Background: an optimization exercise with open tools, aiming at small area, a short achievable clock period and few clock cycles per item. Do not read the settings as production practice. At most, simulation tests tie the RTL to the original design; equivalence was not proved. No functional check of the RTL was part of run 1. Power figures rest on the tool's default switching activity, not on a simulated workload.

$ cat run.sh
#!/bin/bash
# synth_recipe.tcl (not shown) runs the flow's synth.tcl, then flattens the netlist and writes it again
# the make line also repeats each setting of config.mk as NAME=value (left out here)
make -C /OpenROAD-flow-scripts/flow DESIGN_CONFIG=/design/flow/config.mk WORK_HOME=/design/flow/orfs CLKGATE_MAP_FILE= SYNTH_SCRIPT=/design/flow/synth_recipe.tcl finish
$ cat config.mk
export PLATFORM = sky130hd
export DESIGN_NAME = lzss_enc_top
export DESIGN_NICKNAME = lzss_enc_top
export VERILOG_FILES = /design/flow/design.v
export SDC_FILE = /design/flow/constraint.sdc
export NUM_CORES = 4
export LEC_CHECK = 0
export ABC_AREA = 1
export CAP_MARGIN = 20
export CORE_MARGIN = 2
export CORE_UTILIZATION = 70
export CTS_BUF_LIST = sky130_fd_sc_hd__clkbuf_4 sky130_fd_sc_hd__clkbuf_8
export CTS_CLUSTER_DIAMETER = 60
export CTS_CLUSTER_SIZE = 12
export PLACE_DENSITY = 0.8
export SETUP_SLACK_MARGIN = 3.5
export SLEW_MARGIN = 20
$ cat constraint.sdc
create_clock -name core_clock -period 6.0 [get_ports {clk}]
set_input_delay 1.2000 -clock core_clock [delete_from_list [all_inputs] [get_ports {clk}]]
set_output_delay 1.2000 -clock core_clock [all_outputs]
set_load 0.01 [all_outputs]
$ cat design.v
module lzss_enc_top (
    input               clk,
    input               rst_x,
    input               i_valid,
    output              ow_ready,
    input       [7:0]   i_data,
    input               i_last,
    output              o_valid,
    input               i_ready,
    output      [8:0]   o_code,
    output              o_last
);
    integer             k;
    reg                 r_rdy;           
    reg                 r_iv;
    reg     [7:0]       r_ib;
    reg                 r_il;
    reg     [7:0]       r_win [1:64];    
    reg     [63:0]      r_s0, r_s1, r_s2;    
    reg     [6:0]       r_rv;            
    reg     [6:0]       r_lb;            
    reg     [7:0]       r_chi;
    reg     [6:0]       r_clo;
    reg     [2:0]       r_skip;          
    reg     [3:0]       r_ea;
    reg     [5:0]       r_ex2, r_ex3, r_ex4, r_ex5;
    reg                 r_m1, r_m2, r_m3, r_m4;
    reg                 r_l2;
    reg     [1:0]       r_l3, r_l4;      
    reg     [5:0]       r_x1, r_x2, r_x3, r_x4;  
    reg                 r_sv;
    reg                 r_hv;
    reg     [9:0]       r_hd;
    reg     [9:0]       r_sd;
    wire                w_ended = ~r_rv[0] | r_lb[0];
    wire                w_adv   = ~r_sv & (r_iv | (w_ended & (|r_rv)));
    assign  ow_ready    = r_rdy;
    assign  o_valid     = r_hv;
    assign  o_code      = r_hd[8:0];
    assign  o_last      = r_hd[9];
    always @(posedge clk or negedge rst_x) begin
        if (!rst_x) begin
            r_iv    <= 1'b0;
        end
        else if (r_rdy) begin
            r_iv    <= i_valid;
        end
    end
    always @(posedge clk) begin
        if (r_rdy) begin
            r_ib    <= i_data;
            r_il    <= i_last;
        end
    end
    wire    [7:0]       w_ceq = r_chi ^ {r_chi[6:0], 1'b1};      
    reg     [63:0]      w_in;
    reg     [63:0]      w_eq;
    always @(*) begin
        for (k = 0; k < 64; k = k + 1) begin
            if ((k % 8) == 7)
                w_in[k] = r_chi[k/8];
            else
                w_in[k] = r_chi[k/8] | (w_ceq[k/8] & r_clo[k%8]);
            w_eq[k] = (r_ib == r_win[k+1]) && w_in[k];
        end
    end
    wire    [63:0]      t2 = r_s1 | r_s2;
    wire    [63:0]      t3 = r_s2;
    wire    [63:0]      t4 = r_s2 & ~r_s0;
    wire    [63:0]      t5 = r_s2 & ~r_s1;
    wire    [5:0]       w_x2, w_x3, w_x4, w_x5;
    wire                a2, a3, a4, a5;
    lzss_lowest #(.W(64), .N(6)) u_low2 (.i_v(t2), .o_any(a2), .o_idx(w_x2));
    lzss_lowest #(.W(64), .N(6)) u_low3 (.i_v(t3), .o_any(a3), .o_idx(w_x3));
    lzss_lowest #(.W(64), .N(6)) u_low4 (.i_v(t4), .o_any(a4), .o_idx(w_x4));
    lzss_lowest #(.W(64), .N(6)) u_low5 (.i_v(t5), .o_any(a5), .o_idx(w_x5));
    always @(posedge clk) begin
        if (w_adv) begin
            r_win[1]    <= r_ib;
            for (k = 2; k <= 64; k = k + 1)
                r_win[k]    <= r_win[k-1];
            r_s0        <= w_eq & ~r_s2;
            r_s1        <= w_eq & r_s0;
            r_s2        <= w_eq & (r_s1 | (r_s2 & ~r_s0));
            r_lb        <= {r_lb[5:0], r_iv & r_il};
            r_ea        <= {a5, a4, a3, a2};
            r_ex2       <= w_x2;
            r_ex3       <= w_x3;
            r_ex4       <= w_x4;
            r_ex5       <= w_x5;
            r_m1        <= r_ea[0];
            r_x1        <= r_ex2;
            r_m2        <= r_ea[1] | r_m1;
            r_l2        <= r_ea[1];
            r_x2        <= r_ea[1] ? r_ex3 : r_x1;
            r_m3        <= r_ea[2] | r_m2;
            r_l3        <= r_ea[2] ? 2'd2 : {1'b0, r_l2};
            r_x3        <= r_ea[2] ? r_ex4 : r_x2;
            r_m4        <= r_ea[3] | r_m3;
            r_l4        <= r_ea[3] ? 2'd3 : r_l3;
            r_x4        <= r_ea[3] ? r_ex5 : r_x3;
        end
    end
    always @(posedge clk or negedge rst_x) begin
        if (!rst_x) begin
            r_rv    <= 7'd0;
            r_chi   <= 8'd0;
            r_clo   <= 7'd0;
        end
        else if (w_adv) begin
            r_rv    <= {r_rv[5:0], r_iv};
            if (r_iv) begin
                if (r_il) begin
                    r_chi   <= 8'd0;
                    r_clo   <= 7'd0;
                end
                else if (!r_chi[7]) begin
                    if (r_clo[6]) begin
                        r_chi   <= {r_chi[6:0], 1'b1};
                        r_clo   <= 7'd0;
                    end
                    else begin
                        r_clo   <= {r_clo[5:0], 1'b1};
                    end
                end
            end
        end
    end
    wire                w_lst = r_lb[6] | (r_m4 & (r_lb[5] | ((r_l4 != 2'd0) & r_lb[4]) |
                                ((r_l4[1]) & r_lb[3]) | ((r_l4 == 2'd3) & r_lb[2])));
    wire    [9:0]       w_code = r_m4 ? {w_lst, 1'b1, ~r_x4, r_l4} : {w_lst, 1'b0, r_win[7]};
    wire                w_push = w_adv & r_rv[6] & (r_skip == 3'd0);
    wire                w_pop  = r_hv & i_ready;
    always @(posedge clk or negedge rst_x) begin
        if (!rst_x) begin
            r_skip  <= 3'd0;
        end
        else if (w_adv && r_rv[6]) begin
            if (r_skip != 3'd0)
                r_skip  <= r_skip - 3'd1;
            else if (r_m4)
                r_skip  <= {1'b0, r_l4} + 3'd1;
        end
    end
    wire                w_sv_next = r_sv ? ~w_pop : (w_push & r_hv & ~w_pop);
    always @(posedge clk) begin
        r_rdy   <= ~w_sv_next;
    end
    always @(posedge clk or negedge rst_x) begin
        if (!rst_x) begin
            r_hv    <= 1'b0;
            r_sv    <= 1'b0;
        end
        else begin
            r_sv    <= w_sv_next;
            if (w_push)
                r_hv    <= 1'b1;
            else if (w_pop && !r_sv)
                r_hv    <= 1'b0;
        end
    end
    always @(posedge clk) begin
        if (r_sv) begin
            if (w_pop)
                r_hd    <= r_sd;
        end
        else if (w_push) begin
            if (!r_hv || w_pop)
                r_hd    <= w_code;
            else
                r_sd    <= w_code;
        end
    end
endmodule
module lzss_lowest #(
    parameter   W   = 64,
    parameter   N   = 6
)(
    input       [W-1:0]     i_v,
    output                  o_any,
    output      [N-1:0]     o_idx
);
    generate
        if (W == 2) begin : leaf
            assign  o_any   = i_v[0] | i_v[1];
            assign  o_idx   = ~i_v[0];
        end
        else begin : node
            wire                w_any_lo;
            wire                w_any_hi;
            wire    [N-2:0]     w_lo;
            wire    [N-2:0]     w_hi;
            lzss_lowest #(.W(W/2), .N(N-1)) u_lo (.i_v(i_v[W/2-1:0]), .o_any(w_any_lo), .o_idx(w_lo));
            lzss_lowest #(.W(W/2), .N(N-1)) u_hi (.i_v(i_v[W-1:W/2]), .o_any(w_any_hi), .o_idx(w_hi));
            assign  o_any   = w_any_lo | w_any_hi;
            assign  o_idx   = w_any_lo ? {1'b0, w_lo} : {1'b1, w_hi};
        end
    endgenerate
endmodule
==> flow_metrics.env, run 1 <==
export IMPL_nFillCells=3570
export IMPL_synth_ff_type="edfxtp_1"
export IMPL_synthXorXnorAreaFrac_pct=6.38
export IMPL_hpwl_um=64700
export IMPL_io_buffer_count=24
export IMPL_worstSetupPathType="reg2out"
export IMPL_initial_utilization_pct=70.9
export IMPL_drive_gt1_share_pct=7.30
export IMPL_fp_coreArea_sq_um=53800
export IMPL_mappedNetlistArea_sq_um=38100
export IMPL_io_pins=25
export IMPL_worstPathRequired_ns=4.80
export IMPL_synthesis_nets=3469
export IMPL_ys_warn_count=2
export IMPL_synth_top_family_by_area="simple AND/OR/NAND/NOR gates"
export IMPL_synth_area_leaders="edfxtp_1 (63%), nand2_1 (6.4%), xor2_1 (3.8%)"
export IMPL_hold_buffers=0
export IMPL_synthAdderAreaFrac_pct=0.131
export IMPL_cts_sinks=830
export IMPL_synthDominantCellAreaShare_pct=63.1
export IMPL_yosys_area_top_type="edfxtp_1"
export IMPL_drv_cap=0
export IMPL_synth_mux_area_share_pct=0
export IMPL_timing_fmax_ghz=0.410
export IMPL_routed_wl_um=97200
export IMPL_clock_root_buffer="clkbuf_8"
export IMPL_num_rows=85
export IMPL_area_growth_pct=6.32
export IMPL_first_global_vias=25303
export IMPL_synth_common_cells="edfxtp_1 (801), nand2_1 (648), nor2_1 (372)"
export IMPL_wl_per_cell_um=23.1
export IMPL_path_max_fanout=1
export IMPL_vias_per_cell=6.34
export IMPL_power_density_nw_per_um2=520
export IMPL_htree_levels=3
export IMPL_antenna_found_initial=2
export IMPL_grt_max_degree=206
export IMPL_slew_viol_final=0
export IMPL_start_kind="register"
export IMPL_routabilityCongestion=0.962
export IMPL_relSlewSlack_pct=30.6
export IMPL_slowest_delay_ns=0.38
export IMPL_netlist_cell_type_count=52
export IMPL_drc=0
export IMPL_yosys_area_share_simple_pct=16.8
export IMPL_dr_pass1_iters=6
export IMPL_place_ws_ns=3.00
export IMPL_vias=26737
export IMPL_crit_buf_inv=1
export IMPL_cts_clk_slew_worst_paths_ns=0.08
export IMPL_grt_overflow_total=0
export IMPL_die_area_sq_um=56400
export IMPL_drtAntennaViolNets=0
export IMPL_async_flop_share_pct=3.37
export IMPL_status="timing/DRC/antenna clean"
export IMPL_setup_tns_ns=0
export IMPL_min_period_over_period_pct=40.6
export IMPL_synth_edf_count=801
export IMPL_yosysMostFrequentCell="edfxtp_1"
export IMPL_cp_top_family="flip-flops"
export IMPL_drtIter0Drc=3641
export IMPL_max_slew_worst_pin_slew_ns=1.04
export IMPL_vdd_ir_drop_max_mv=0.366
export IMPL_finalCriticalPeriod_ns=2.44
export IMPL_setup_viol=0
export IMPL_cts_buffers=80
export IMPL_critPathCaptureType="output pin"
export IMPL_fin_ws_ns=3.56
export IMPL_clk_path_buf_depth=3
export IMPL_synth_seq_area_share_pct=64.9
export IMPL_postSynthCellCount=3452
export IMPL_rsz0062_at_grt="yes"
export IMPL_syn_area_per_cell_sq_um=11.0
export IMPL_path_cells="buf_2"
export IMPL_die_x_um=237
export IMPL_ys_ff_latch=830
export IMPL_utilization_pct=75.4
export IMPL_grt_pass1_wl_um=145000
export IMPL_synth_compound_area_share_pct=6.97
export IMPL_p_leak_uw=0.0159
export IMPL_arrival_ns=1.24
export IMPL_clock_latency_ns=0.75
export IMPL_nNetsFinal=3510
export IMPL_fin_skew_ns=0.0473
export IMPL_slowest_stage="edfxtp_1"
export IMPL_cts_tree="yes"
export IMPL_hp_class="reg2reg"
export IMPL_track_usage_pct=34.4
export IMPL_hold_viol=0
export IMPL_die_h_um=237
state kept, by name, summed over array words and instances (netlist names), 7 cells and up:
name,flops
r_s0,64
r_sd,10
r_chi,8
r_hd,10
r_win,512
r_s2,64
r_s1,64
r_rv,7
r_ib,8
r_clo,7
r_lb,7
report_power, final:
group          leakage [uW]  internal [uW]  switching [uW]
Clock              0.000714           1400            1900
Sequential          0.00877           9800            1960
Combinational       0.00636           2020            4000
layout make-up:
type / instances / area [sq um] / area share (%)
diodes: 1 / 2.50 / 0.00617
clock buffers: 98 / 1250 / 3.09
clock inverters: 10 / 97.6 / 0.241
inverters: 342 / 1300 / 3.20
multi-input cells: 2183 / 11600 / 28.5
flip-flops and latches: 830 / 24800 / 61.1
well taps: 696 / 871 / 2.15
repair buffers: 56 / 689 / 1.70
cell usage in the layout, fill, tap and decap left out, drive strengths merged, types with 104 or more instances in the layout:
cell type / count
a21oi: 128
nand3: 131
xor2: 166
o21ai: 147
nand2: 659
nor2: 404
inv: 347
nor3: 130
clkbuf: 104
xnor2: 112
edfxtp: 801
path summary, 6_finish.rpt:
kind,slack [ns],depth (start not counted),endpoint,start
min reg2reg,0.41,0,r_x1[4],r_ex2[4]
min in group asynchronous,0.89,2,r_chi[3],rst_x
max reg2reg,3.57,8,r_s2[0],r_ib[7]
max in group asynchronous,4.79,2,r_clo[4],rst_x
max,3.56,1,o_last,r_hd[9]
min,0.41,0,r_x1[4],r_ex2[4]
kinds of logic after synthesis:
group                    count (synthesis)
XOR/XNOR                               278
buffers and inverters                  439
AO/OA/AOI/OAI                          450
AND/OR/NAND/NOR                       1451
adder cells (fa/ha/maj)                  4
flip-flops                             830
per-stage QoR:
step | std cells | hold WS [ns] | power (uW) | area [sq um]
floorplan | 3452 | 0.400 | 15300 | 38200
global placement | 4099 | 0.402 | 17200 | 38900
detailed placement | 4099 | 0.405 | 17500 | 38900
CTS | 4209 | 0.411 | 20800 | 40400
global route | 4216 | 0.422 | 22100 | 40600
finish | 4216 | 0.407 | 21100 | 40600
timing repair:
action                                  4_1_cts  5_1_grt
gates resized for setup                      71       31
pin swaps                                     0        1
setup buffers                                 2        2
endpoints found under the setup margin      889      797
gates cloned                                  0        4
metal layers:
metal	global-route usage [%]	vias to the layer above	part of all wire [%]	wire length, um
met4	11.4	0	3.6	3480
met1	49.6	12848	39	38200
li1	-	11982	-	-
met2	52.7	1642	45	43800
met3	7.82	265	12	11800
met5	0	-	0	0
==> run 2: changes to the inputs <==
--- a/design.v
+++ b/design.v
@@ -18,6 +18,6 @@
     reg     [7:0]       r_win [1:64];    
     reg     [63:0]      r_s0, r_s1, r_s2;    
-    reg     [6:0]       r_rv;            
-    reg     [6:0]       r_lb;            
+    reg     [5:0]       r_rv;            
+    reg     [5:0]       r_lb;            
     reg     [7:0]       r_chi;
     reg     [6:0]       r_clo;
@@ -25,8 +25,8 @@
     reg     [3:0]       r_ea;
     reg     [5:0]       r_ex2, r_ex3, r_ex4, r_ex5;
-    reg                 r_m1, r_m2, r_m3, r_m4;
+    reg                 r_m1, r_m2, r_m3;
     reg                 r_l2;
-    reg     [1:0]       r_l3, r_l4;      
-    reg     [5:0]       r_x1, r_x2, r_x3, r_x4;  
+    reg     [1:0]       r_l3;            
+    reg     [5:0]       r_x1, r_x2, r_x3;    
     reg                 r_sv;
     reg                 r_hv;
@@ -83,5 +83,5 @@
             r_s1        <= w_eq & r_s0;
             r_s2        <= w_eq & (r_s1 | (r_s2 & ~r_s0));
-            r_lb        <= {r_lb[5:0], r_iv & r_il};
+            r_lb        <= {r_lb[4:0], r_iv & r_il};
             r_ea        <= {a5, a4, a3, a2};
             r_ex2       <= w_x2;
@@ -97,17 +97,14 @@
             r_l3        <= r_ea[2] ? 2'd2 : {1'b0, r_l2};
             r_x3        <= r_ea[2] ? r_ex4 : r_x2;
-            r_m4        <= r_ea[3] | r_m3;
-            r_l4        <= r_ea[3] ? 2'd3 : r_l3;
-            r_x4        <= r_ea[3] ? r_ex5 : r_x3;
         end
     end
     always @(posedge clk or negedge rst_x) begin
         if (!rst_x) begin
-            r_rv    <= 7'd0;
+            r_rv    <= 6'd0;
             r_chi   <= 8'd0;
             r_clo   <= 7'd0;
         end
         else if (w_adv) begin
-            r_rv    <= {r_rv[5:0], r_iv};
+            r_rv    <= {r_rv[4:0], r_iv};
             if (r_iv) begin
                 if (r_il) begin
@@ -127,8 +124,11 @@
         end
     end
-    wire                w_lst = r_lb[6] | (r_m4 & (r_lb[5] | ((r_l4 != 2'd0) & r_lb[4]) |
-                                ((r_l4[1]) & r_lb[3]) | ((r_l4 == 2'd3) & r_lb[2])));
-    wire    [9:0]       w_code = r_m4 ? {w_lst, 1'b1, ~r_x4, r_l4} : {w_lst, 1'b0, r_win[7]};
-    wire                w_push = w_adv & r_rv[6] & (r_skip == 3'd0);
+    wire                w_cm = r_ea[3] | r_m3;
+    wire    [1:0]       w_cl = r_ea[3] ? 2'd3 : r_l3;
+    wire    [5:0]       w_cx = r_ea[3] ? r_ex5 : r_x3;
+    wire                w_lst = r_lb[5] | (w_cm & (r_lb[4] | ((w_cl != 2'd0) & r_lb[3]) |
+                                ((w_cl[1]) & r_lb[2]) | ((w_cl == 2'd3) & r_lb[1])));
+    wire    [9:0]       w_code = w_cm ? {w_lst, 1'b1, ~w_cx, w_cl} : {w_lst, 1'b0, r_win[6]};
+    wire                w_push = w_adv & r_rv[5] & (r_skip == 3'd0);
     wire                w_pop  = r_hv & i_ready;
     always @(posedge clk or negedge rst_x) begin
@@ -136,9 +136,9 @@
             r_skip  <= 3'd0;
         end
-        else if (w_adv && r_rv[6]) begin
+        else if (w_adv && r_rv[5]) begin
             if (r_skip != 3'd0)
                 r_skip  <= r_skip - 3'd1;
-            else if (r_m4)
-                r_skip  <= {1'b0, r_l4} + 3'd1;
+            else if (w_cm)
+                r_skip  <= {1'b0, w_cl} + 3'd1;
         end
     end
--- a/config.mk
+++ b/config.mk
@@ -11,6 +11,6 @@
 export CORE_UTILIZATION = 70
 export CTS_BUF_LIST = sky130_fd_sc_hd__clkbuf_4 sky130_fd_sc_hd__clkbuf_8
-export CTS_CLUSTER_DIAMETER = 60
-export CTS_CLUSTER_SIZE = 12
+export CTS_CLUSTER_DIAMETER = 45
+export CTS_CLUSTER_SIZE = 18
 export PLACE_DENSITY = 0.8
 export SETUP_SLACK_MARGIN = 3.5
==> flow_metrics.env, run 2 <==
export IMPL_regArea_sq_um=24500
export IMPL_dpl_cell_count=4079
export IMPL_routed_wl_um=99000
export IMPL_nNetsFinal=3500
export IMPL_drv_cap=0
export IMPL_yosys_area_top_type="edfxtp_1"
export IMPL_setup_tns_ns=0
export IMPL_cts_buffers=83
export IMPL_cpMostUsedCell="buf_4"
export IMPL_min_period_over_period_pct=41.4
export IMPL_fp_coreArea_sq_um=53600
export IMPL_dr_pass1_iters=8
export IMPL_max_slew_worst_pin_slew_ns=1.12
export IMPL_slowest_stage="buf_4"
export IMPL_cts_sinks=819
export IMPL_layout_common_cells="edfxtp_1 (791), nand2_1 (646), nor2_1 (349), inv_1 (331), nor3_1 (150)"
export IMPL_regMostFlops="r_win"
export IMPL_grt_max_degree=186
export IMPL_io_buffer_count=24
export IMPL_hold_slack_ns=0.405
export IMPL_synth_edf_count=791
export IMPL_place_ws_ns=2.91
export IMPL_synth_common_cells="edfxtp_1 (791), nand2_1 (647), nor2_1 (350)"
export IMPL_die_area_sq_um=56000
export IMPL_cts_clk_slew_worst_paths_ns=0.10
export IMPL_postSynthCellCount=3434
export IMPL_nFillCells=3441
export IMPL_multi_input_area_sq_um=11600
export IMPL_clock_root_buffer="clkbuf_8"
export IMPL_first_global_vias=25518
export IMPL_ys_ff_latch=819
export IMPL_relSlewSlack_pct=25.6
export IMPL_die_h_um=237
export IMPL_yosysMostFrequentCell="edfxtp_1"
export IMPL_instances_no_fill=4249
export IMPL_grt_overflow_total=0
export IMPL_rr_endpoint="r_s0[11]"
export IMPL_clock_latency_ns=0.73
export IMPL_path_max_fanout=27
export IMPL_initial_utilization_pct=70.6
export IMPL_grt_pass1_wl_um=147000
export IMPL_synth_seq_area_share_pct=64.6
export IMPL_critPathCaptureType="register"
export IMPL_async_flop_share_pct=3.30
export IMPL_synth_area_leaders="edfxtp_1 (63%), nand2_1 (6.4%), nor2_1 (3.5%)"
export IMPL_final_common_cell="edfxtp_1"
export IMPL_start_kind="register"
export IMPL_clk_path_buf_depth=3
export IMPL_drtIter0Drc=3871
export IMPL_slowest_delay_ns=0.54
export IMPL_endpoint="r_s0[11]"
export IMPL_worstSetupPathType="reg2reg"
export IMPL_ys_warn_count=2
export IMPL_p_leak_uw=0.0158
export IMPL_track_usage_pct=35.1
export IMPL_cts_tree="yes"
export IMPL_synthDominantCellAreaShare_pct=62.7
export IMPL_finalCriticalPeriod_ns=2.48
export IMPL_antenna_found_initial=4
export IMPL_wl_per_cell_um=23.3
export IMPL_fin_skew_ns=0.0369
export IMPL_power_density_nw_per_um2=431
export IMPL_htree_levels=3
export IMPL_timing_fmax_ghz=0.403
export IMPL_io_pins=25
export IMPL_slew_viol_final=0
export IMPL_drtAntennaViolNets=0
export IMPL_die_x_um=237
export IMPL_vias=26888
export IMPL_hpwl_um=64400
export IMPL_drive_gt1_share_pct=8.48
export IMPL_reg2reg_setup_slack_ns=3.52
export IMPL_vdd_ir_drop_max_mv=0.369
export IMPL_setup_viol=0
export IMPL_vias_per_cell=6.33
export IMPL_num_rows=85
export IMPL_hp_class="reg2reg"
export IMPL_area_growth_pct=7.52
export IMPL_netlist_cell_type_count=52
export IMPL_worstPathRequired_ns=6.49
export IMPL_synth_ff_type="edfxtp_1"
export IMPL_drc=0
export IMPL_status="timing/DRC/antenna clean"
export IMPL_rsz0062_at_grt="yes"
export IMPL_hold_viol=0
export IMPL_syn_area_per_cell_sq_um=11.0
export IMPL_crit_path_start="r_ib[0]"
export IMPL_reg2regPathDepth=6
export IMPL_path_cells="buf_4 > buf_4 > o22ai_1 > nor2_1 > nand3_1 > nor3_1"
export IMPL_r2r_start="r_ib[0]"
export IMPL_mappedNetlistArea_sq_um=37900
export IMPL_arrival_ns=2.98
export IMPL_routabilityCongestion=0.940
export IMPL_fin_ws_ns=3.52
export IMPL_largest_reg_flops=512
export IMPL_synthesis_nets=3451
-- run 2: cell count changes in the layout (fill, tap and decap cells not counted), moves of 11 or more --
cell / before / now
nor2_1: 369 / 349
clkbuf_4: 15 / 3
buf_4: 9 / 22
inv_6: 4 / 15
o22ai_1: 76 / 87
nand3_1: 127 / 139
nor3_1: 129 / 150
xor2_1: 166 / 142
inv_8: 1 / 14
o21ai_0: 143 / 129
xnor2_1: 112 / 124
-- run 2: what timing repair did --
action | in CTS | in global routing
cloned | 1 | 4
endpoints found under the setup margin | 866 | 730
hold buffers | 0 | 0
pin swaps | 1 | 1
gates resized for setup | 61 | 13
setup buffers | 2 | 8
-- run 2: power breakdown --
part | leakage, uW | switching [uW] | total [uW] | internal [uW]
clock | 0.000927 | 2300 | 3900 | 1600
combinational | 0.00627 | 2380 | 3680 | 1300
sequential | 0.00862 | 1360 | 9950 | 8590
-- run 2: kinds of logic (layout without fill, tap and decap cells) --
kind of cell / Yosys count / in the layout / share of synthesized area (%)
xor gates and xnor gates: 266 / 266 / 6.15
other: 0 / 2 / 0
buffers and inverters: 447 / 562 / 5.04
DFF: 819 / 819 / 64.6
adders and majority gates: 4 / 4 / 0.132
and+or+nand+nor: 1452 / 1454 / 17.0
AOI/OAI and AO/OA: 446 / 446 / 7.08
-- run 2: critical path, delay by kind of cell, from the launching register on --
| family | cells | cell delay (ns) |
|---|---|---|
| buffers and inverters | 2 | 1.02 |
| AND/OR/NAND/NOR | 3 | 0.66 |
| flip-flops | 1 | 0.35 |
| AO/OA/AOI/OAI | 1 | 0.19 |
-- run 2: final cells by class --
cell class	count	area share [%]
well taps	696	2.14
diodes	2	0.0123
repair buffers	60	1.54
inverters	349	3.28
clock inverters	65	1.65
clock buffers	88	2.93
flip-flops and latches	819	60.1
multi-input cells	2170	28.4
-- run 2: how the worst min path moves through the flow --
stage	end	startpoint	depth (start not counted)	slack, ns
after global placement	r_x1[0]	r_ex2[0]	0	0.40
after global routing	r_x1[3]	r_ex2[3]	0	0.42
final	r_x1[3]	r_ex2[3]	0	0.41
after CTS	r_x1[3]	r_ex2[3]	0	0.41
after detailed placement	r_x1[1]	r_ex2[1]	0	0.41
after floorplan	r_m1	r_ea[0]	0	0.40
-- run 2: metrics by stage --
stage	power (uW)	util, %	cell area (sq um)
detailed placement	13500	72.0	38600
CTS	17400	75.6	40500
floorplan	12100	-	37900
global placement	13300	72.0	38600
finish	17500	75.9	40700
global route	18300	75.9	40700
-- run 2: metal layers --
layer | routed length (um) | vias up | global-route usage (%)
li1 | - | 12044 | -
met1 | 38500 | 13004 | 48.9
met2 | 45200 | 1595 | 54.1
met3 | 11500 | 241 | 8.04
met4 | 3820 | 4 | 14.7
met5 | 27 | - | 0
Testbench counts of run 2, summed over its fixed seeds: cycles 85,802, items 84,290.
==> run 3: changes to the inputs <==
--- a/config.mk
+++ b/config.mk
@@ -11,6 +11,6 @@
 export CORE_UTILIZATION = 70
 export CTS_BUF_LIST = sky130_fd_sc_hd__clkbuf_4 sky130_fd_sc_hd__clkbuf_8
-export CTS_CLUSTER_DIAMETER = 45
-export CTS_CLUSTER_SIZE = 18
+export CTS_CLUSTER_DIAMETER = 60
+export CTS_CLUSTER_SIZE = 12
 export PLACE_DENSITY = 0.8
 export SETUP_SLACK_MARGIN = 3.5
==> flow_metrics.env, run 3 <==
export IMPL_yosys_area_share_simple_pct=17.0
export IMPL_track_usage_pct=34.8
export IMPL_wl_per_cell_um=23.4
export IMPL_fin_skew_ns=0.0414
export IMPL_die_h_um=237
export IMPL_drc=0
export IMPL_reg2regPathDepth=5
export IMPL_crit_path_start="r_rdy"
export IMPL_grt_pass1_wl_um=146000
export IMPL_p_leak_uw=0.0156
export IMPL_synthesis_nets=3451
export IMPL_nFillCells=3534
export IMPL_syn_area_per_cell_sq_um=11.0
export IMPL_max_slew_worst_pin_slew_ns=1.12
export IMPL_cts_tree="yes"
export IMPL_io_pins=25
export IMPL_postSynthCellCount=3434
export IMPL_power_uw=17000
export IMPL_worstPathRequired_ns=4.80
export IMPL_status="timing/DRC/antenna clean"
export IMPL_slowest_stage="dfxtp_4"
export IMPL_mappedNetlistArea_sq_um=37900
export IMPL_io_buffer_count=24
export IMPL_fp_coreArea_sq_um=53600
export IMPL_vias_per_cell=6.35
export IMPL_routed_wl_um=98400
export IMPL_place_ws_ns=2.91
export IMPL_vias=26754
export IMPL_synth_seq_area_share_pct=64.6
export IMPL_synthDominantCellAreaShare_pct=62.7
export IMPL_crit_cells=1
export IMPL_yosys_area_top_type="edfxtp_1"
export IMPL_hp_class="reg2reg"
export IMPL_regArea_sq_um=24500
export IMPL_grt_overflow_total=0
export IMPL_synthXorXnorAreaFrac_pct=6.15
export IMPL_regMostFlops="r_win"
export IMPL_rr_endpoint="r_chi[4]"
export IMPL_async_flop_share_pct=3.30
export IMPL_hold_buffers=0
export IMPL_die_x_um=237
export IMPL_synth_ff_type="edfxtp_1"
export IMPL_clock_root_buffer="clkbuf_8"
export IMPL_drtIter0Drc=3893
export IMPL_setup_viol=0
export IMPL_layout_common_cells="edfxtp_1 (791), nand2_1 (646), nor2_1 (349), inv_1 (331), nor3_1 (150)"
export IMPL_cp_top_family="flip-flops"
export IMPL_synth_compound_area_share_pct=7.08
export IMPL_min_period_over_period_pct=40.9
export IMPL_drv_cap=0
export IMPL_rsz0062_at_grt="no"
export IMPL_routabilityCongestion=0.940
export IMPL_clock_latency_ns=0.70
export IMPL_dr_pass1_iters=6
export IMPL_cts_buffers=79
export IMPL_ys_warn_count=2
export IMPL_cts_sinks=819
export IMPL_setup_tns_ns=0
export IMPL_power_density_nw_per_um2=422
export IMPL_first_global_vias=25283
export IMPL_clk_path_buf_depth=3
export IMPL_nNetsFinal=3491
export IMPL_initial_utilization_pct=70.6
export IMPL_utilization_pct=75.1
export IMPL_hpwl_um=64400
export IMPL_synth_area_leaders="edfxtp_1 (63%), nand2_1 (6.4%), nor2_1 (3.5%)"
export IMPL_yosysMostFrequentCell="edfxtp_1"
export IMPL_synthAdderAreaFrac_pct=0.132
export IMPL_largest_reg_flops=512
export IMPL_drtAntennaViolNets=0
export IMPL_relSlewSlack_pct=25.2
export IMPL_synth_top_family_by_area="simple AND/OR/NAND/NOR gates"
export IMPL_path_cells="clkdlybuf4s15_1"
export IMPL_cts_clk_slew_worst_paths_ns=0.08
export IMPL_worstSetupPathType="reg2out"
export IMPL_num_rows=85
export IMPL_critPathCaptureType="output pin"
export IMPL_final_common_cell="edfxtp_1"
export IMPL_vdd_ir_drop_max_mv=0.347
export IMPL_finalCriticalPeriod_ns=2.45
export IMPL_ys_ff_latch=819
export IMPL_synth_common_cells="edfxtp_1 (791), nand2_1 (647), nor2_1 (350)"
export IMPL_drive_gt1_share_pct=7.68
export IMPL_synth_edf_count=791
export IMPL_r2r_start="r_clo[6]"
export IMPL_reg2reg_setup_slack_ns=3.57
export IMPL_area_growth_pct=6.34
export IMPL_slew_viol_final=0
export IMPL_synth_mux_area_share_pct=0
export IMPL_arrival_ns=1.25
export IMPL_grt_max_degree=186
export IMPL_multi_input_area_sq_um=11600
export IMPL_path_max_fanout=2
export IMPL_slowest_delay_ns=0.35
export IMPL_die_area_sq_um=56000
export IMPL_antenna_found_initial=2
export IMPL_hold_viol=0
export IMPL_min_from="r_ex2[4]"
export IMPL_timing_fmax_ghz=0.408
export IMPL_htree_levels=3
export IMPL_endpoint="ow_ready"
export IMPL_start_kind="register"
export IMPL_hold_slack_ns=0.427
export IMPL_crit_buf_inv=1
export IMPL_netlist_cell_type_count=52
export IMPL_fin_ws_ns=3.55
run 3: cell count changes in the layout (fill, tap and decap cells not counted), sizes merged:
cell           previous run  this run
clkbuf                   92       118
clkinv                   34         8
inv                     370       345
buf                      44        38
clkinvlp                  8         3
bufinv                    2         0
clkdlybuf4s15             0         1
diode                     2         1
nand2                   660       661
run 3: layout make-up:
class / count / area share, %
inverters: 349 / 3.32
clock buffers: 115 / 3.45
multi-input cells: 2171 / 28.7
flip-flops and latches: 819 / 60.7
repair buffers: 54 / 1.46
clock inverters: 7 / 0.124
well taps: 696 / 2.16
diodes: 1 / 0.00622
run 3: logic make-up after synthesis:
group / Yosys count
AND/OR/NAND/NOR: 1452
flip-flops: 819
buffers and inverters: 447
AO/OA/AOI/OAI: 446
XOR/XNOR: 266
adder cells (fa/ha/maj): 4
run 3: what timing repair did:
action / CTS / global route
buffers inserted: 2 / 2
resized for setup: 57 / 14
endpoints found under the hold margin: 0 / 0
gates cloned: 1 / 5
setup endpoints to repair: 875 / 743
pin swaps: 1 / 1
run 3: worst min-delay path by stage:
| stage | endpoint | depth (start not counted) |
|---|---|---|
| floorplan | r_m1 | 0 |
| global placement | r_x1[0] | 0 |
| detailed placement | r_x1[1] | 0 |
| CTS | r_x1[4] | 0 |
| global route | r_x1[1] | 0 |
| finish | r_x1[4] | 0 |
run 3: power by group:
group	internal, uW	switching (uW)
Clock	1480	1880
Sequential	8590	1360
Combinational	1300	2370
run 3: metrics by stage:
| stage | instance area, sq um | std cells |
|---|---|---|
| after floorplan | 37900 | 3434 |
| after global placement | 38600 | 4079 |
| after detailed placement | 38600 | 4079 |
| after CTS | 40100 | 4204 |
| after global routing | 40300 | 4212 |
| final | 40300 | 4212 |
run 3: layer usage:
layer | GRT usage [%] | part of all wire (%) | wire [um]
met1 | 49.2 | 38 | 37900
met4 | 13.6 | 3.8 | 3780
met5 | 0 | 0 | 0
met3 | 7.03 | 12 | 11900
met2 | 53.9 | 46 | 44900
==> run 4: changes to the inputs <==
--- a/config.mk
+++ b/config.mk
@@ -14,4 +14,4 @@
 export CTS_CLUSTER_SIZE = 12
 export PLACE_DENSITY = 0.8
-export SETUP_SLACK_MARGIN = 3.5
+export SETUP_SLACK_MARGIN = 3.62
 export SLEW_MARGIN = 20
==> flow_metrics.env, run 4 <==
export IMPL_status="timing/DRC/antenna clean"
export IMPL_synth_ff_type="edfxtp_1"
export IMPL_mappedNetlistArea_sq_um=37900
export IMPL_synth_seq_area_share_pct=64.6
export IMPL_drc=0
export IMPL_io_pins=25
export IMPL_cts_sinks=819
export IMPL_cts_buffers=79
export IMPL_antenna_found_initial=5
export IMPL_initial_utilization_pct=70.6
export IMPL_layout_common_cells="edfxtp_1 (791), nand2_1 (646), nor2_1 (347), inv_1 (329), nor3_1 (150)"
export IMPL_track_usage_pct=34.6
export IMPL_synth_edf_count=791
export IMPL_clock_root_buffer="clkbuf_8"
export IMPL_relSlewSlack_pct=33.2
export IMPL_hold_viol=0
export IMPL_synthDominantCellAreaShare_pct=62.7
export IMPL_p_leak_uw=0.0156
export IMPL_multi_input_area_sq_um=11600
export IMPL_regArea_sq_um=24500
export IMPL_num_rows=85
export IMPL_arrival_ns=1.22
export IMPL_slew_viol_final=0
export IMPL_cts_clk_slew_worst_paths_ns=0.09
export IMPL_htree_levels=3
export IMPL_path_max_fanout=1
export IMPL_setup_tns_ns=0
export IMPL_clk_path_buf_depth=3
export IMPL_grt_max_degree=157
export IMPL_start_kind="register"
export IMPL_power_uw=16900
export IMPL_vias_per_cell=6.38
export IMPL_ys_warn_count=2
export IMPL_routabilityCongestion=0.990
export IMPL_min_period_over_period_pct=40.3
export IMPL_drv_cap=0
export IMPL_dr_pass1_iters=6
export IMPL_power_density_nw_per_um2=419
export IMPL_postSynthCellCount=3434
export IMPL_drtIter0Drc=3719
export IMPL_cts_tree="yes"
export IMPL_yosysMostFrequentCell="edfxtp_1"
export IMPL_nNetsFinal=3495
export IMPL_grt_overflow_total=0
export IMPL_io_buffer_count=24
export IMPL_rsz0062_at_grt="yes"
export IMPL_setup_viol=0
export IMPL_fin_skew_ns=0.0427
export IMPL_async_flop_share_pct=3.30
export IMPL_largest_reg_flops=512
export IMPL_ys_ff_latch=819
export IMPL_wl_per_cell_um=23.1
export IMPL_drive_gt1_share_pct=7.64
export IMPL_synthesis_nets=3451
export IMPL_synth_area_leaders="edfxtp_1 (63%), nand2_1 (6.4%), nor2_1 (3.5%)"
export IMPL_vias=26834
export IMPL_routed_wl_um=97000
export IMPL_finalCriticalPeriod_ns=2.42
export IMPL_hpwl_um=63600
export IMPL_synth_common_cells="edfxtp_1 (791), nand2_1 (647), nor2_1 (350)"
export IMPL_drtAntennaViolNets=0
export IMPL_clock_latency_ns=0.71
export IMPL_die_h_um=237
export IMPL_critPathCaptureType="output pin"
export IMPL_regMostFlops="r_win"
export IMPL_worstPathRequired_ns=4.80
export IMPL_hp_class="reg2reg"
export IMPL_die_area_sq_um=56000
export IMPL_syn_area_per_cell_sq_um=11.0
export IMPL_netlist_cell_type_count=52
export IMPL_die_x_um=237
export IMPL_nFillCells=3484
export IMPL_crit_buf_inv=1
export IMPL_timing_fmax_ghz=0.414
export IMPL_vdd_ir_drop_max_mv=0.305
export IMPL_area_growth_pct=6.42
export IMPL_yosys_area_top_type="edfxtp_1"
export IMPL_worstSetupPathType="reg2out"
export IMPL_cp_top_family="flip-flops"
export IMPL_slowest_stage="edfxtp_1"
export IMPL_fp_coreArea_sq_um=53600
export IMPL_slowest_delay_ns=0.37
export IMPL_final_common_cell="edfxtp_1"
export IMPL_max_slew_worst_pin_slew_ns=1.00
export IMPL_path_cells="buf_2"
export IMPL_grt_pass1_wl_um=146000
export IMPL_first_global_vias=25806
[run 4: cell counts after synthesis]
Identical to the previous run, type by type.
[run 4: stage by stage]
| step | std cells | hold slack, ns | util (%) | cell area, sq um | setup WS, ns |
|---|---|---|---|---|---|
| 2_1_floorplan | 3434 | 0.400 | - | 37900 | 2.86 |
| 3_3_place_gp | 4081 | 0.401 | 72.0 | 38600 | 2.64 |
| 3_5_place_dp | 4081 | 0.405 | 72.0 | 38600 | 2.41 |
| 4_1_cts | 4200 | 0.426 | 75.0 | 40200 | 3.43 |
| 5_1_grt | 4206 | 0.439 | 75.2 | 40300 | 3.53 |
| 6_report | 4208 | 0.416 | 75.2 | 40300 | 3.58 |
[run 4: cell families (layout without fill, tap and decap cells)]
logic type	after synthesis	after routing	share of synthesized area (%)
AND/OR/NAND/NOR	1452	1455	17.0
AO/OA/AOI/OAI	446	446	7.08
flip-flops	819	819	64.6
buffers and inverters	447	518	5.04
adder cells (fa/ha/maj)	4	4	0.132
XOR/XNOR	266	266	6.15
other	0	4	0
[run 4: path summary, 6_finish.rpt]
path,slack (ns),start,endpoint,cells after the start
worst max-delay path,3.58,r_hd[2],o_code[2],1
worst min-delay path,0.42,r_ex2[3],r_x1[3],0
worst max register to register,3.64,r_sv,r_win[35][3],4
worst min register to register,0.42,r_ex2[3],r_x1[3],0
max in group asynchronous,4.79,rst_x,r_sv,2
min in group asynchronous,0.89,rst_x,r_clo[2],2
[run 4: report_power, final]
part	internal [uW]	switching, uW
registers	8590	1370
clock network	1410	1860
logic	1310	2360
total	11300	5580
[run 4: repair_timing]
item,4_1_cts,5_1_grt
setup endpoints to repair,877,428
hold buffers,0,0
buffers inserted,4,2
cloned,4,2
gates resized for setup,83,13
pin swaps,2,1
[run 4: layer usage]
layer,part of all wire (%),track usage [%],vias to the layer above
met5,0,0,-
met2,46,53.5,1588
li1,-,-,11985
met3,11,6.56,248
met4,3.9,13.4,0
met1,39,49.5,13013
[run 4: layout make-up]
cell class / count / share of cell area [%]
timing repair buffer: 58 / 1.64
clock buffer: 103 / 3.16
inverter: 349 / 3.35
antenna: 4 / 0.0248
clock inverter: 8 / 0.205
multi-input combinational: 2171 / 28.8
tap: 696 / 2.16
sequential: 819 / 60.7
==> run 5: changes to the inputs <==
--- a/config.mk
+++ b/config.mk
@@ -7,5 +7,5 @@
 export LEC_CHECK = 0
 export ABC_AREA = 1
-export CAP_MARGIN = 20
+export CAP_MARGIN = 5
 export CORE_MARGIN = 2
 export CORE_UTILIZATION = 70
@@ -15,3 +15,3 @@
 export PLACE_DENSITY = 0.8
 export SETUP_SLACK_MARGIN = 3.62
-export SLEW_MARGIN = 20
+export SLEW_MARGIN = 5
==> flow_metrics.env, run 5 <==
export IMPL_vdd_ir_drop_max_mv=0.305
export IMPL_power_uw=16900
export IMPL_clk_path_buf_depth=3
export IMPL_hold_viol=0
export IMPL_synth_area_leaders="edfxtp_1 (63%), nand2_1 (6.4%), nor2_1 (3.5%)"
export IMPL_postSynthCellCount=3434
export IMPL_vias_per_cell=6.38
export IMPL_antenna_found_initial=5
export IMPL_track_usage_pct=34.6
export IMPL_drc=0
export IMPL_htree_levels=3
export IMPL_cts_sinks=819
export IMPL_area_growth_pct=6.42
export IMPL_die_x_um=237
export IMPL_io_buffer_count=24
export IMPL_grt_pass1_wl_um=146000
export IMPL_setup_viol=0
export IMPL_cp_top_family="flip-flops"
export IMPL_grt_overflow_total=0
export IMPL_num_rows=85
export IMPL_first_global_vias=25806
export IMPL_arrival_ns=1.22
export IMPL_drtIter0Drc=3719
export IMPL_p_leak_uw=0.0156
export IMPL_async_flop_share_pct=3.30
export IMPL_routabilityCongestion=0.990
export IMPL_final_common_cell="edfxtp_1"
export IMPL_slew_viol_final=0
export IMPL_fp_coreArea_sq_um=53600
export IMPL_largest_reg_flops=512
export IMPL_worstPathRequired_ns=4.80
export IMPL_routed_wl_um=97000
export IMPL_nFillCells=3484
export IMPL_mappedNetlistArea_sq_um=37900
export IMPL_wl_per_cell_um=23.1
export IMPL_yosys_area_top_type="edfxtp_1"
export IMPL_rsz0062_at_grt="yes"
export IMPL_grt_max_degree=157
export IMPL_path_max_fanout=1
export IMPL_hold_buffers=0
export IMPL_yosysMostFrequentCell="edfxtp_1"
export IMPL_drv_cap=0
export IMPL_hold_slack_ns=0.416
export IMPL_synth_ff_type="edfxtp_1"
export IMPL_worstSetupPathType="reg2out"
export IMPL_path_cells="buf_2"
export IMPL_instances_no_fill=4208
export IMPL_clock_root_buffer="clkbuf_8"
export IMPL_syn_area_per_cell_sq_um=11.0
export IMPL_cts_clk_slew_worst_paths_ns=0.09
export IMPL_synth_edf_count=791
export IMPL_fin_skew_ns=0.0427
export IMPL_cts_tree="yes"
export IMPL_dr_pass1_iters=6
export IMPL_netlist_cell_type_count=52
export IMPL_ys_warn_count=2
export IMPL_relSlewSlack_pct=33.2
export IMPL_drive_gt1_share_pct=7.64
export IMPL_power_density_nw_per_um2=419
export IMPL_timing_fmax_ghz=0.414
export IMPL_critPathCaptureType="output pin"
export IMPL_nNetsFinal=3495
export IMPL_initial_utilization_pct=70.6
export IMPL_synth_seq_area_share_pct=64.6
export IMPL_slowest_stage="edfxtp_1"
export IMPL_regMostFlops="r_win"
export IMPL_layout_common_cells="edfxtp_1 (791), nand2_1 (646), nor2_1 (347), inv_1 (329), nor3_1 (150)"
export IMPL_min_period_over_period_pct=40.3
export IMPL_die_area_sq_um=56000
export IMPL_synthDominantCellAreaShare_pct=62.7
export IMPL_synth_common_cells="edfxtp_1 (791), nand2_1 (647), nor2_1 (350)"
export IMPL_cts_buffers=79
export IMPL_crit_buf_inv=1
export IMPL_start_kind="register"
export IMPL_vias=26834
export IMPL_dpl_cell_count=4081
export IMPL_synthesis_nets=3451
export IMPL_die_h_um=237
export IMPL_status="timing/DRC/antenna clean"
export IMPL_hp_class="reg2reg"
export IMPL_utilization_pct=75.2
export IMPL_io_pins=25
export IMPL_ys_ff_latch=819
export IMPL_max_slew_worst_pin_slew_ns=1.00
export IMPL_clock_latency_ns=0.71
export IMPL_setup_tns_ns=0
export IMPL_slowest_delay_ns=0.37
export IMPL_hpwl_um=63600
export IMPL_finalCriticalPeriod_ns=2.42
export IMPL_drtAntennaViolNets=0
run 5: repair_timing:
item,4_1_cts,5_1_grt
gates resized for setup,83,13
pin swaps,2,1
setup buffers,4,2
gates cloned,4,2
setup endpoints to repair,877,428
run 5: cells by family after synthesis:
logic type | share of synthesized area, %
fa+ha+maj | 0.132
simple gates | 17.0
compound gates | 7.08
flops | 64.6
buf+inv | 5.04
xor+xnor | 6.15
run 5: cell type report:
cell class | instances | area [sq um] | share of cell area (%)
Antenna cell | 4 | 10.0 | 0.0248
Clock buffer | 103 | 1270 | 3.16
Clock inverter | 8 | 82.6 | 0.205
Inverter | 349 | 1350 | 3.35
Multi-Input combinational cell | 2171 | 11600 | 28.8
Sequential cell | 819 | 24500 | 60.7
Tap cell | 696 | 871 | 2.16
Timing Repair Buffer | 58 | 662 | 1.64
run 5: power breakdown:
group | internal, uW | total [uW] | switching (uW)
Combinational | 1310 | 3670 | 2360
Clock | 1410 | 3270 | 1860
Sequential | 8590 | 9960 | 1370
run 5: metal layers:
layer	wire (um)	up-vias	global-route usage (%)
li1	-	11985	-
met1	38300	13013	49.5
met2	44300	1588	53.5
met3	10500	248	6.56
met4	3830	0	13.4
met5	0	-	0
run 5: path summary, 6_finish.rpt:
path | start | to | slack, ns | cells past startpoint
min | r_ex2[3] | r_x1[3] | 0.42 | 0
min in group asynchronous | rst_x | r_clo[2] | 0.89 | 2
max in group asynchronous | rst_x | r_sv | 4.79 | 2
max | r_hd[2] | o_code[2] | 3.58 | 1
max reg2reg | r_sv | r_win[35][3] | 3.64 | 4
min reg2reg | r_ex2[3] | r_x1[3] | 0.42 | 0
run 5: metrics by stage:
step                      instance area (sq um)  setup slack, ns
after floorplan                           37900             2.86
after global placement                    38600             2.64
after detailed placement                  38600             2.41
after CTS                                 40200             3.43
after global routing                      40300             3.53
final                                     40300             3.58
run 5: worst register-to-register path, stage by stage, from the launching register on:
cell and delay, ns:
dfrtp_2 0.52, nor2_2 0.25, clkinvlp_4 0.21, nand2_8 0.27
buf_16 0.54
==> run 6: changes to the inputs <==
--- a/config.mk
+++ b/config.mk
@@ -7,11 +7,11 @@
 export LEC_CHECK = 0
 export ABC_AREA = 1
-export CAP_MARGIN = 5
+export CAP_MARGIN = 20
 export CORE_MARGIN = 2
 export CORE_UTILIZATION = 70
 export CTS_BUF_LIST = sky130_fd_sc_hd__clkbuf_4 sky130_fd_sc_hd__clkbuf_8
-export CTS_CLUSTER_DIAMETER = 60
-export CTS_CLUSTER_SIZE = 12
+export CTS_CLUSTER_DIAMETER = 70
+export CTS_CLUSTER_SIZE = 16
 export PLACE_DENSITY = 0.8
 export SETUP_SLACK_MARGIN = 3.62
-export SLEW_MARGIN = 5
+export SLEW_MARGIN = 20
==> flow_metrics.env, run 6 <==
export IMPL_synth_ff_type="edfxtp_1"
export IMPL_fp_coreArea_sq_um=53600
export IMPL_clock_root_buffer="clkbuf_8"
export IMPL_crit_cells=1
export IMPL_use_met1_pct=49.8
export IMPL_dpl_cell_count=4081
export IMPL_routabilityCongestion=0.990
export IMPL_antenna_found_initial=6
export IMPL_synthAdderAreaFrac_pct=0.132
export IMPL_cp_top_family="flip-flops"
export IMPL_layout_common_cells="edfxtp_1 (791), nand2_1 (646), nor2_1 (348), inv_1 (329), nor3_1 (150)"
export IMPL_grt_pass1_wl_um=145000
export IMPL_slew_viol_final=0
export IMPL_worstPathRequired_ns=4.80
export IMPL_status="timing/DRC/antenna clean"
export IMPL_synth_common_cells="edfxtp_1 (791), nand2_1 (647), nor2_1 (350)"
export IMPL_arrival_ns=1.26
export IMPL_nFillCells=3520
export IMPL_start_kind="register"
export IMPL_hp_class="reg2reg"
export IMPL_wl_per_cell_um=23.2
export IMPL_hold_buffers=0
export IMPL_yosys_area_share_simple_pct=17.0
export IMPL_synthXorXnorAreaFrac_pct=6.15
export IMPL_track_usage_pct=34.4
export IMPL_whs_path_depth=0
export IMPL_drtIter0Drc=3707
export IMPL_netlist_cell_type_count=52
export IMPL_grt_use_met2_pct=53.8
export IMPL_regArea_sq_um=24500
export IMPL_cts_buffers=58
export IMPL_io_buffer_count=24
export IMPL_critPathCaptureType="output pin"
export IMPL_relSlewSlack_pct=33.2
export IMPL_slowest_stage="dfrtp_1"
export IMPL_path_cells="buf_2"
export IMPL_vdd_ir_drop_max_mv=0.285
export IMPL_max_slew_worst_pin_slew_ns=1.00
export IMPL_cts_tree="yes"
export IMPL_routed_wl_um=97000
export IMPL_multi_input_area_sq_um=11600
export IMPL_synth_edf_count=791
export IMPL_ys_ff_latch=819
export IMPL_largest_reg_flops=512
export IMPL_cts_clk_slew_worst_paths_ns=0.11
export IMPL_synth_seq_area_share_pct=64.6
export IMPL_timing_fmax_ghz=0.407
export IMPL_power_density_nw_per_um2=411
export IMPL_dr_pass1_iters=8
export IMPL_vias_per_cell=6.41
export IMPL_synth_compound_area_share_pct=7.08
export IMPL_async_flop_share_pct=3.30
export IMPL_postSynthCellCount=3434
export IMPL_syn_area_per_cell_sq_um=11.0
export IMPL_clock_latency_ns=0.72
export IMPL_drv_cap=0
export IMPL_min_period_over_period_pct=40.9
export IMPL_p_leak_uw=0.0155
export IMPL_ys_warn_count=2
export IMPL_first_global_vias=25603
export IMPL_vias=26868
export IMPL_die_area_sq_um=56000
export IMPL_htree_levels=2
export IMPL_drc=0
export IMPL_yosys_area_top_type="edfxtp_1"
export IMPL_synthesis_nets=3451
export IMPL_die_x_um=237
export IMPL_regMostFlops="r_win"
export IMPL_final_cell_area_sq_um=40000
export IMPL_synthDominantCellAreaShare_pct=62.7
export IMPL_synth_area_leaders="edfxtp_1 (63%), nand2_1 (6.4%), nor2_1 (3.5%)"
export IMPL_io_pins=25
export IMPL_slowest_delay_ns=0.40
export IMPL_hold_viol=0
export IMPL_finalCriticalPeriod_ns=2.46
export IMPL_area_growth_pct=5.74
export IMPL_synth_mux_area_share_pct=0
export IMPL_crit_buf_inv=1
export IMPL_path_max_fanout=2
export IMPL_mappedNetlistArea_sq_um=37900
export IMPL_nNetsFinal=3479
export IMPL_grt_max_degree=93
export IMPL_utilization_pct=74.7
export IMPL_yosysMostFrequentCell="edfxtp_1"
export IMPL_hpwl_um=63600
export IMPL_setup_viol=0
export IMPL_initial_utilization_pct=70.6
export IMPL_synth_top_family_by_area="simple AND/OR/NAND/NOR gates"
export IMPL_top_usage_layer="met2"
export IMPL_num_rows=85
export IMPL_drive_gt1_share_pct=7.13
export IMPL_instances_no_fill=4189
export IMPL_use_met3_pct=5.90
export IMPL_grt_overflow_total=0
export IMPL_reg2regPathDepth=6
export IMPL_worstSetupPathType="reg2out"
export IMPL_rsz0062_at_grt="yes"
export IMPL_cts_sinks=819
export IMPL_clk_path_buf_depth=3
export IMPL_die_h_um=237
export IMPL_placed_area_sq_um=38600
export IMPL_setup_tns_ns=0
export IMPL_fin_skew_ns=0.0260
export IMPL_final_common_cell="edfxtp_1"
export IMPL_drtAntennaViolNets=0
-- run 6: changes by cell type in the layout (fill, tap and decap cells not counted), moves of 2 or more --
| cell | previous run | this run |
|---|---|---|
| clkbuf_8 | 80 | 59 |
| buf_4 | 16 | 20 |
| bufbuf_16 | 1 | 4 |
| diode_2 | 4 | 1 |
| clkinv_1 | 3 | 5 |
| clkinvlp_4 | 5 | 3 |
| inv_4 | 2 | 4 |
| inv_6 | 5 | 3 |
-- run 6: stage by stage --
| step | hold slack, ns | worst slack (ns) | total power (uW) |
|---|---|---|---|
| after detailed placement | 0.405 | 2.41 | 13500 |
| after global placement | 0.401 | 2.64 | 13300 |
| final | 0.411 | 3.54 | 16500 |
| after CTS | 0.405 | 3.49 | 16300 |
| after floorplan | 0.400 | 2.86 | 12100 |
| after global routing | 0.437 | 3.50 | 17200 |
-- run 6: kinds of logic (layout without fill, tap and decap cells) --
logic type	after synthesis	after routing
flops	819	819
xor+xnor	266	266
fa+ha+maj	4	4
buf+inv	447	502
simple gates	1452	1455
compound gates	446	446
other cells	0	1
-- run 6: worst paths after layout --
check / from / endpoint / slack [ns]
hold reg to reg: r_ex2[3] / r_x1[3] / 0.41
hold / removal: r_ex2[3] / r_x1[3] / 0.41
max in group asynchronous: rst_x / r_sv / 4.80
setup reg to reg: r_rv[1] / r_win[29][1] / 3.63
setup / recovery: r_hv / o_valid / 3.54
min in group asynchronous: rst_x / r_skip[0] / 0.87
-- run 6: layout make-up --
type	count	area share [%]
Multi-Input combinational cell	2171	28.9
Tap cell	696	2.18
Clock inverter	8	0.122
Antenna cell	1	0.00625
Inverter	349	3.37
Clock buffer	82	2.46
Timing Repair Buffer	63	1.87
Sequential cell	819	61.1
-- run 6: routing by layer --
layer / wire [um] / share of wire [%]
met1: 38400 / 40
met2: 44000 / 45
met3: 10800 / 11
met4: 3850 / 4.0
met5: 9 / 0.0093
-- run 6: power by group --
| group | total (uW) | leakage [uW] | switching, uW | internal [uW] |
|---|---|---|---|---|
| registers | 9960 | 0.00862 | 1370 | 8590 |
| clock network | 2800 | 0.000553 | 1750 | 1050 |
| logic | 3690 | 0.00635 | 2360 | 1330 |
-- run 6: repair_timing --
item                       4_1_cts  5_1_grt
setup endpoints to repair      884      395
gates resized for setup         84        7
buffers inserted                 5        4
pin swaps                        2        1
cloned                           7        1
==> run 7: changes to the inputs <==
--- a/config.mk
+++ b/config.mk
@@ -10,7 +10,7 @@
 export CORE_MARGIN = 2
 export CORE_UTILIZATION = 70
-export CTS_BUF_LIST = sky130_fd_sc_hd__clkbuf_4 sky130_fd_sc_hd__clkbuf_8
-export CTS_CLUSTER_DIAMETER = 70
-export CTS_CLUSTER_SIZE = 16
+export CTS_BUF_LIST = sky130_fd_sc_hd__clkbuf_16
+export CTS_CLUSTER_DIAMETER = 50
+export CTS_CLUSTER_SIZE = 20
 export PLACE_DENSITY = 0.8
 export SETUP_SLACK_MARGIN = 3.62
==> flow_metrics.env, run 7 <==
export IMPL_drive_gt1_share_pct=7.97
export IMPL_top_usage_layer="met2"
export IMPL_hpwl_um=63600
export IMPL_synth_ff_type="edfxtp_1"
export IMPL_hold_viol=0
export IMPL_place_ws_ns=2.41
export IMPL_start_kind="register"
export IMPL_mappedNetlistArea_sq_um=37900
export IMPL_netlist_cell_type_count=52
export IMPL_setup_viol=0
export IMPL_hold_slack_ns=0.391
export IMPL_worstPathRequired_ns=6.24
export IMPL_grt_max_degree=185
export IMPL_finalCriticalPeriod_ns=2.42
export IMPL_routed_wl_um=98700
export IMPL_final_common_cell="edfxtp_1"
export IMPL_cts_sinks=819
export IMPL_fin_ws_ns=3.58
export IMPL_die_area_sq_um=56000
export IMPL_status="timing/DRC/antenna clean"
export IMPL_synthesis_nets=3451
export IMPL_synth_area_leaders="edfxtp_1 (63%), nand2_1 (6.4%), nor2_1 (3.5%)"
export IMPL_clock_root_buffer="clkbuf_16"
export IMPL_ys_ff_latch=819
export IMPL_nFillCells=3275
export IMPL_dr_pass1_iters=9
export IMPL_placed_area_sq_um=38600
export IMPL_final_cell_area_sq_um=41400
export IMPL_hp_class="reg2reg"
export IMPL_use_met1_pct=49.4
export IMPL_rsz0062_at_grt="yes"
export IMPL_arrival_ns=2.66
export IMPL_htree_levels=3
export IMPL_vias=27139
export IMPL_setup_tns_ns=0
export IMPL_io_pins=25
export IMPL_vias_per_cell=6.43
export IMPL_grt_overflow_total=0
export IMPL_area_growth_pct=9.28
export IMPL_die_x_um=237
export IMPL_use_met3_pct=6.04
export IMPL_relSlewSlack_pct=32.0
export IMPL_max_slew_worst_pin_slew_ns=1.02
export IMPL_cts_buffers=73
export IMPL_worstSetupPathType="reg2reg"
export IMPL_cts_tree="yes"
export IMPL_path_max_fanout=184
export IMPL_synth_edf_count=791
export IMPL_yosys_area_top_type="edfxtp_1"
export IMPL_nNetsFinal=3487
export IMPL_io_buffer_count=24
export IMPL_drc=0
export IMPL_wl_per_cell_um=23.4
export IMPL_slowest_stage="buf_16"
export IMPL_layout_common_cells="edfxtp_1 (791), nand2_1 (646), nor2_1 (348), inv_1 (331), nor3_1 (150)"
export IMPL_synth_common_cells="edfxtp_1 (791), nand2_1 (647), nor2_1 (350)"
export IMPL_grt_use_met2_pct=55.2
export IMPL_fp_coreArea_sq_um=53600
export IMPL_yosysMostFrequentCell="edfxtp_1"
export IMPL_async_flop_share_pct=3.30
export IMPL_first_global_vias=26291
export IMPL_crit_path_start="r_sv"
export IMPL_ys_warn_count=2
export IMPL_cts_clk_slew_worst_paths_ns=0.08
export IMPL_die_h_um=237
export IMPL_path_cells="nor2_1 > inv_2 > nand2_8 > buf_16"
export IMPL_postSynthCellCount=3434
export IMPL_r2r_start="r_sv"
export IMPL_min_period_over_period_pct=40.4
export IMPL_syn_area_per_cell_sq_um=11.0
export IMPL_fin_skew_ns=0.0334
export IMPL_largest_reg_flops=512
export IMPL_power_uw=18600
export IMPL_vdd_ir_drop_max_mv=0.392
export IMPL_slowest_delay_ns=0.52
export IMPL_antenna_found_initial=0
export IMPL_track_usage_pct=35.1
export IMPL_drv_cap=0
export IMPL_drtIter0Drc=3493
export IMPL_regMostFlops="r_win"
export IMPL_timing_fmax_ghz=0.413
export IMPL_num_rows=85
export IMPL_clock_latency_ns=0.64
export IMPL_power_density_nw_per_um2=449
export IMPL_critPathCaptureType="register"
export IMPL_synthDominantCellAreaShare_pct=62.7
export IMPL_clk_path_buf_depth=3
export IMPL_slew_viol_final=0
export IMPL_min_from="r_ex2[3]"
export IMPL_p_leak_uw=0.0161
export IMPL_drtAntennaViolNets=0
export IMPL_synth_seq_area_share_pct=64.6
export IMPL_routabilityCongestion=0.990
export IMPL_grt_pass1_wl_um=148000
export IMPL_n_antenna_cell=0
export IMPL_initial_utilization_pct=70.6
## run 7: stage by stage
| step | util (%) | cells |
|---|---|---|
| 6_report | 77.2 | 4222 |
| 5_1_grt | 77.2 | 4222 |
| 4_1_cts | 77.0 | 4220 |
| 3_3_place_gp | 72.0 | 4081 |
| 3_5_place_dp | 72.0 | 4081 |
| 2_1_floorplan | - | 3434 |
## run 7: per-layer routing
| metal | wire length, um | vias up | share of wire (%) |
|---|---|---|---|
| li1 | - | 12013 | - |
| met3 | 10700 | 280 | 11 |
| met1 | 38500 | 13210 | 39 |
| met5 | 0 | - | 0 |
| met4 | 4020 | 0 | 4.1 |
| met2 | 45400 | 1636 | 46 |
## run 7: path summary, 6_finish.rpt
check                           slack, ns  cells past startpoint      endpoint
worst max-delay path                 3.58                      4  r_win[28][1]
worst min-delay path                 0.39                      0       r_x1[3]
worst max register to register       3.58                      4  r_win[28][1]
worst min register to register       0.39                      0       r_x1[3]
max in group asynchronous            4.72                      2          r_sv
min in group asynchronous            0.96                      2          r_hv
## run 7: kinds of logic (layout without fill, tap and decap cells)
family,Yosys count,count (layout),share of synthesized area [%]
compound gates,446,446,7.08
simple gates,1452,1454,17.0
buf+inv,447,537,5.04
flops,819,819,64.6
fa+ha+maj,4,4,0.132
xor+xnor,266,266,6.15
## run 7: area by class of cell
cell class                 instances  area (sq um)  area share [%]
clock inverter                    54           576            1.39
sequential                       819         24500            59.1
inverter                         349          1350            3.25
timing repair buffer              57           627            1.52
tap                              696           871            2.10
multi-input combinational       2170         11600            28.0
clock buffer                      77          1930            4.66
## run 7: report_power, final
| group | switching (uW) | leakage, uW | internal (uW) |
|---|---|---|---|
| Sequential | 1380 | 0.00862 | 8610 |
| Clock | 2330 | 0.00123 | 2580 |
| Combinational | 2380 | 0.00627 | 1300 |
| Total | 6090 | 0.0161 | 12500 |
## run 7: what timing repair did
item / CTS / global route
pin swaps: 1 / 1
hold buffers: 0 / 0
gates cloned: 3 / 1
setup buffers: 5 / 1
gates resized for setup: 84 / 10
endpoints found under the setup margin: 889 / 574
## run 7: critical path: cells and delay by family, from the launching register on
family,cells,cell delay [ns]
buffers and inverters,2,0.71
and+or+nand+nor,2,0.49
DFF,1,0.51
==> run 8: changes to the inputs <==
--- a/config.mk
+++ b/config.mk
@@ -6,11 +6,10 @@
 export NUM_CORES = 4
 export LEC_CHECK = 0
-export ABC_AREA = 1
 export CAP_MARGIN = 20
 export CORE_MARGIN = 2
 export CORE_UTILIZATION = 70
-export CTS_BUF_LIST = sky130_fd_sc_hd__clkbuf_16
-export CTS_CLUSTER_DIAMETER = 50
-export CTS_CLUSTER_SIZE = 20
+export CTS_BUF_LIST = sky130_fd_sc_hd__clkbuf_8 sky130_fd_sc_hd__clkbuf_16
+export CTS_CLUSTER_DIAMETER = 60
+export CTS_CLUSTER_SIZE = 16
 export PLACE_DENSITY = 0.8
 export SETUP_SLACK_MARGIN = 3.62
==> flow_metrics.env, run 8 <==
export IMPL_status="timing/DRC/antenna clean"
export IMPL_drc=0
export IMPL_fin_ws_ns=3.55
export IMPL_yosysMostFrequentCell="edfxtp_1"
export IMPL_wl_per_cell_um=24.9
export IMPL_power_density_nw_per_um2=608
export IMPL_initial_utilization_pct=71.2
export IMPL_worstSetupPathType="reg2reg"
export IMPL_grt_max_degree=103
export IMPL_grt_pass1_wl_um=132000
export IMPL_relSlewSlack_pct=18.6
export IMPL_combinationalPowerShare_pct=32.2
export IMPL_async_flop_share_pct=3.30
export IMPL_hpwl_um=57300
export IMPL_start_kind="register"
export IMPL_power_uw=24900
export IMPL_vdd_ir_drop_max_mv=0.410
export IMPL_routed_wl_um=89000
export IMPL_grt_overflow_total=0
export IMPL_finalCriticalPeriod_ns=2.45
export IMPL_synthesis_nets=2760
export IMPL_utilization_pct=79.3
export IMPL_layout_common_cells="edfxtp_1 (791), xor2_1 (386), nor2_1 (295), inv_1 (136), xnor2_1 (125)"
export IMPL_first_global_vias=22302
export IMPL_n_antenna_cell=0
export IMPL_path_cells="buf_6 > nor4_4 > nand4_2 > or3_4 > nor4_4 > buf_6 > buf_6 > o21ai_1 > o31ai_1"
export IMPL_ys_warn_count=2
export IMPL_instances_no_fill=3568
export IMPL_cts_sinks=819
export IMPL_synth_common_cells="edfxtp_1 (791), xor2_1 (386), nor2_1 (305)"
export IMPL_dpl_cell_count=3378
export IMPL_slowest_delay_ns=0.48
export IMPL_mappedNetlistArea_sq_um=36800
export IMPL_synth_seq_area_share_pct=66.5
export IMPL_ys_ff_latch=819
export IMPL_drtAntennaViolNets=0
export IMPL_antenna_found_initial=2
export IMPL_largest_reg_flops=512
export IMPL_htree_levels=2
export IMPL_cts_buffers=58
export IMPL_critPathCaptureType="register"
export IMPL_io_pins=25
export IMPL_clk_path_buf_depth=3
export IMPL_p_seq_share_pct=52.2
export IMPL_final_common_cell="edfxtp_1"
export IMPL_cp_top_family="simple AND/OR/NAND/NOR gates"
export IMPL_place_ws_ns=2.76
export IMPL_die_h_um=233
export IMPL_p_int_uw=15600
export IMPL_crit_buf_inv=3
export IMPL_arrival_ns=2.89
export IMPL_p_clk_share_pct=15.6
export IMPL_slew_viol_final=0
export IMPL_routabilityCongestion=0.950
export IMPL_multi_input_area_sq_um=12000
export IMPL_postSynthCellCount=2743
export IMPL_die_x_um=233
export IMPL_setup_viol=0
export IMPL_fin_skew_ns=0.0204
export IMPL_fp_coreArea_sq_um=51600
export IMPL_nNetsFinal=2866
export IMPL_vias_per_cell=6.50
export IMPL_syn_area_per_cell_sq_um=13.4
export IMPL_track_usage_pct=32.5
export IMPL_switchingPower_uw=9290
export IMPL_io_buffer_count=24
export IMPL_path_max_fanout=8
export IMPL_drv_cap=0
export IMPL_hp_class="reg2reg"
export IMPL_rsz0062_at_grt="yes"
export IMPL_synth_edf_count=791
[run 8: cell types whose count changed in the layout (fill, tap and decap cells not counted), moves of 53 or more]
cell / previous run / this run
nor2b_1: 0 / 95
o22ai_1: 87 / 5
nor3_1: 150 / 83
xor2_1: 142 / 386
o21ai_0: 129 / 49
nand2_1: 646 / 41
nand3_1: 139 / 15
nor2_1: 348 / 295
buf_4: 17 / 93
nand2b_1: 0 / 57
inv_1: 331 / 136
nor4_1: 4 / 93
[run 8: final timing paths]
check	startpoint	to	slack [ns]	cells after the start
min in group asynchronous	rst_x	r_skip[2]	0.99	2
worst max register to register	r_s2[11]	r_ex2[2]	3.55	9
max in group asynchronous	rst_x	r_clo[0]	4.66	2
worst max-delay path	r_s2[11]	r_ex2[2]	3.55	9
worst min-delay path	r_ex2[2]	r_x1[2]	0.43	0
worst min register to register	r_ex2[2]	r_x1[2]	0.43	0
[run 8: power groups by stage]
stage / registers, uW / clock network, uW / logic (uW)
global route: 13300 / 4080 / 8610
global placement: 12900 / 0 / 6570
CTS: 12900 / 3890 / 7410
detailed placement: 13000 / 0 / 6710
finish: 13000 / 3870 / 8010
floorplan: 11500 / 0 / 4120
[run 8: through the flow]
stage	setup TNS, ns	instance area, sq um
finish	0	40900
floorplan	-6354.68	36800
CTS	0	40300
global placement	0	37800
global route	0	40900
detailed placement	0	37800
[run 8: layer usage]
metal / share of wire [%] / GRT usage (%)
met5: 0.030 / 0
met4: 2.8 / 9.89
met3: 9.5 / 5.77
met2: 46 / 49.8
met1: 41 / 48.3
[run 8: final cells by class]
class                           count  area share, %
Clock buffer                       63           3.83
Clock inverter                     36          0.535
Inverter                          104          0.954
Multi-Input combinational cell   1719           29.3
Sequential cell                   819           59.8
Tap cell                          680           2.08
Timing Repair Buffer              147           3.50
[run 8: cell families after synthesis]
kind of cell / synth area share (%)
AOI/OAI and AO/OA: 5.39
xor gates and xnor gates: 12.2
adders and majority gates: 0.136
buffers and inverters: 2.21
DFF: 66.5
muxes: 1.16
and+or+nand+nor: 12.4
[run 8: repair_timing]
action / in CTS / in global routing
pin swaps: 10 / 16
endpoints found under the setup margin: 727 / 384
hold buffers: 0 / 0
gates cloned: 6 / 7
resized for setup: 101 / 66
setup buffers: 52 / 26

Re-timed with assumed drivers on the ports (clkbuf_16 on the clock, buf_2 on other inputs), run 8 has 3.551 ns of setup slack against 3.551 ns with ideal ports, and 3.347 ns once port delays also move by the mid clock arrival of 0.691 ns.
